What follows belongs to an exercise in optimizing a design on an open flow for small area, a short achievable clock period and few clock cycles; a production flow would make more cautious choices. Where RTL was checked, it was by simulation tests only, not by an equivalence proof against the original. No activity file was given, so power comes from the tool's default toggle rates.

Setup of job 5598:
==> flow/design.v (excerpt) <==
module binary_to_bcd( input clk_in,
                      input [5:0] game_state,
                      input start,
                      input [23:0] binary_in,
                      output logic [31:0] bcd_out,
                      output logic busy
    );
Size in the first run: roughly 600 cells after synthesis, roughly 37 flip-flops, about 65 I/O pins, roughly 3300 sq um of cells after synthesis.
==> flow/config.mk <==
export PLATFORM = sky130hd
export DESIGN_NAME = binary_to_bcd
export DESIGN_NICKNAME = binary_to_bcd
export VERILOG_FILES = /design/flow/design.v
export SDC_FILE = /design/flow/constraint.sdc
export NUM_CORES = 4
export LEC_CHECK = 0
export ABC_AREA = 1
export CAP_MARGIN = 20
export CORE_MARGIN = 2
export CORE_UTILIZATION = 60
export SETUP_SLACK_MARGIN = 3.5
export SLEW_MARGIN = 20
export TNS_END_PERCENT = 5
==> flow/constraint.sdc <==
create_clock -name core_clock -period 6.0 [get_ports {clk_in}]
set_input_delay 1.2000 -clock core_clock [delete_from_list [all_inputs] [get_ports {clk_in}]]
set_output_delay 1.2000 -clock core_clock [all_outputs]
set_load 0.01 [all_outputs]
standard.sh (not shown) runs the stock make flow with config.mk's settings and CLKGATE_MAP_FILE= SYNTH_SCRIPT=/design/flow/synth_recipe.tcl, a recipe that flattens the netlist after the stock synthesis.
==> flow/flow/run.sh <==
#!/bin/bash
# Standard ORFS layout, with plain buf_1 cells as the port buffers.
set -euo pipefail
export BUFFER_PORTS_ARGS="-buffer_cell sky130_fd_sc_hd__buf_1"
bash standard.sh > standard_flow.log 2>&1
Job 5598 was carried through to the last stage, and its layout satisfied the timing, DRC and antenna checks.
### job 5598 -> job 6707
Settings: SETUP_SLACK_MARGIN: 3.5 -> 3.6; TNS_END_PERCENT: 5 -> unset.
--- outcome ---
- Job 6707: full flow OK, the timing, DRC and antenna checks passed
- Compared with job 5598, in job 6707 combinational share of power increased 1.4 points, overall power consumption +100 uW, final critical-path share of the clock period lost 2.5 points, cell count went up about 1.6%, sequential cell count saw little to no change.
[inputs] job 575 vs job 6707
Settings: a change of SETUP_SLACK_MARGIN from 3.6 to 3.4.
==> comparison <==
| worst hold slack | higher: job 6707 |
For portion of total power attributed to the clock network, job 575 and job 6707 come out practically identical.
In the metrics for job 575 and job 6707, the one carrying the lower register share of the cell area is job 6707.
Against job 6707, the final cell area of job 575 is lower.
Between job 575 and job 6707, the difference in global-route usage is negligible.
Job 575 vs job 6707: sum of internal, switching and leakage power down by a few percent
The following lists how job 3543 was set up differently from job 575:
Settings: CAP_MARGIN: 20 -> 50; SLEW_MARGIN: 20 -> 50; SETUP_SLACK_MARGIN: 3.4 -> 3.5.
## What came out
- Job 3543 completed end to end with timing, DRC and antenna clean.
- Summary: with job 575 as the reference, non-clock buffer instance count of the final layout in job 3543 moved up by a few percent.
- Job 3543 -> job 575: power flat
- As far as net count of the mapped netlist is concerned, job 575 and job 3543 perform about the same.
- [job 3543] routed wire length fell 94 um relative to job 575
- [compare] base=job 575 new=job 3543: met1 layer usage reported by global route -2.5 points; clock network contribution to total cell area ~0 delta; count of inverters not on the clock network in the layout +1; final area +1.9%; switching share of power -0.47 points.
Modified inputs, job 3288 compared to job 3543
Settings: swapping 50 for 20 in CAP_MARGIN; putting PLACE_DENSITY at 0.75 where nothing was set; swapping 50 for 20 in SLEW_MARGIN.
==> summary.txt <==
Job 3288 has total of cells resized after clock tree synthesis below what job 3543 had. Summary of job 3288 over job 3543: overall power grew by 1.6%; combinational cell fraction of total power has remained practically unchanged.
Function was not checked in any run of this note: the RTL went through the layout flow alone.

== exp/tundra ==
binary_to_bcd, a different RTL version from the one above (not shown whole).
For scale: about 590 cells after synthesis, ~37 flip-flops, ~65 I/O pins, roughly 3300 um^2 of cells after synthesis.
export LEC_CHECK = 0
export ABC_AREA = 1
export CAP_MARGIN = 20
export CORE_MARGIN = 2
export CORE_UTILIZATION = 60
export SETUP_SLACK_MARGIN = 3.3
export SLEW_MARGIN = 20
create_clock -name core_clock -period 6.0 [get_ports {clk_in}]
Scripts as last shown in full above: flow/flow/run.sh
Testbench counts of exp/tundra, summed over its fixed seeds: cycles 25,282.
## Diff of input files: exp/sierra against exp/tundra
- changing SETUP_SLACK_MARGIN from 3.3 to 3.6
## What came out
On combinational power, exp/sierra and exp/tundra are neck and neck.
Multi-input gate count across exp/sierra and exp/tundra: no real change.
Final worst-path setup slack in exp/sierra vs exp/tundra: up 210 ps
Initial detailed-routing violation count ended up 36% higher on exp/sierra than on exp/tundra.
Against exp/tundra, maximum ir drop on the vdd rail in exp/sierra fell by a little under 10%.
On non-clock buffer count, the higher figure sits with exp/sierra, not exp/tundra.
--- input diff exp/sierra..exp/fjord ---
- changing SETUP_SLACK_MARGIN from 3.6 to 3.5
- changing ABC_AREA from 1 to 0
Findings:
Per the comparison of exp/fjord with exp/sierra, count of clock-buffer cells in the layout went down by 2, power saw an increase, maximum clock frequency -14%. Reported for exp/sierra and exp/fjord, total iterations of the first detailed-routing run turned out identical to the last digit. A largest family of logic cells by synthesized area of compound AO/OA/AOI/OAI gates is what exp/fjord shows, while simple AND/OR/NAND/NOR gates belongs to exp/sierra. Compared with exp/sierra, exp/fjord shows a lower final cell count. Re sequential power share: exp/fjord is 4.1 points up on exp/sierra. Summary of exp/fjord over exp/sierra: clock share of power shows a reduction of 1.2 points, arrival time of data at the critical path endpoint shows an increase of 430 ps, non-clock inverter count in the final layout shows a reduction of 76%. Wire length on met3 (exp/fjord vs. exp/sierra) decreases by more than 10%. Buffer and inverter count on the worst path delta for exp/fjord relative to exp/sierra: 2 lower.
The inputs of exp/nickel differ from those of exp/fjord as listed below.
- a change of ABC_AREA from 0 to 1
### Flow results
- Side by side, portion of netlist area occupied by mux cells turned out lower in exp/nickel than in exp/fjord.
- Switching share of power in exp/nickel is 2.8 points above exp/fjord.
- | placement-stage worst setup slack | lower: exp/fjord |
- Relative contribution of the clock network to total power ends up lower on exp/fjord.
- From exp/fjord to exp/nickel the numbers moved as follows: post-CTS resize count fell by 29; total length of routed met2 wires decreased by 22% relative to the old numbers; xor and xnor area share after synthesis now sits lower; met3 wirelength from detailed routing picked up an extra 8 um.
- The net count after synthesis of exp/nickel is higher than that of exp/fjord.
- Critical path depth in cells in exp/nickel vs exp/fjord: up 2
- Endpoint of the most critical setup path = R[0]: exp/nickel; endpoint of the most critical setup path = R[9]: exp/fjord
- Wire length (lower): exp/nickel

-- re-timing with driven ports --
In the flow no input, the clock included, has a driving cell. The finished layouts below were timed again as built, in two steps.
Step 1 assumes that a clkbuf_16 drives the clock port and a buf_2 every other input.
Step 2 times the ports against the registers' clock, not the clock port: input delays grow and output delays shrink by t, the midpoint of the rising clock arrivals with the driver on.
Slacks: ideal / step 1 / step 2; pairs: ideal / step 1.
| run | t, ns | setup WS [ns] | clock arrival spread, ns | slew at the worst register clock pin (ns) | pins driven straight from the clock port |
|---|---|---|---|---|---|
| job 5598 | 0.319 | 3.488 / 3.500 / 3.181 | 0.004 / 0.004 | 0.07 / 0.07 | 1 |
| job 6707 | 0.323 | 3.638 / 3.646 / 3.323 | 0.005 / 0.005 | 0.08 / 0.08 | 1 |
| job 575 | 0.318 | 3.494 / 3.500 / 3.182 | 0.005 / 0.005 | 0.08 / 0.08 | 1 |
| job 3543 | 0.318 | 3.585 / 3.596 / 3.279 | 0.007 / 0.007 | 0.08 / 0.08 | 1 |
| job 3288 | 0.319 | 3.575 / 3.582 / 3.264 | 0.005 / 0.005 | 0.07 / 0.07 | 1 |
| exp/tundra | 0.322 | 3.401 / 3.410 / 3.088 | 0.005 / 0.005 | 0.07 / 0.07 | 1 |
| exp/sierra | 0.315 | 3.609 / 3.617 / 3.302 | 0.004 / 0.004 | 0.07 / 0.07 | 1 |
| exp/fjord | 0.314 | 3.214 / 3.214 / 3.118 | 0.007 / 0.007 | 0.08 / 0.08 | 1 |
| exp/nickel | 0.321 | 3.659 / 3.664 / 3.343 | 0.011 / 0.011 | 0.08 / 0.08 | 1 |
After both steps every run listed still meets setup and hold. The setup slack of exp/nickel, which loses most, moves by +0.005 ns with the drivers and by -0.316 ns with both steps.
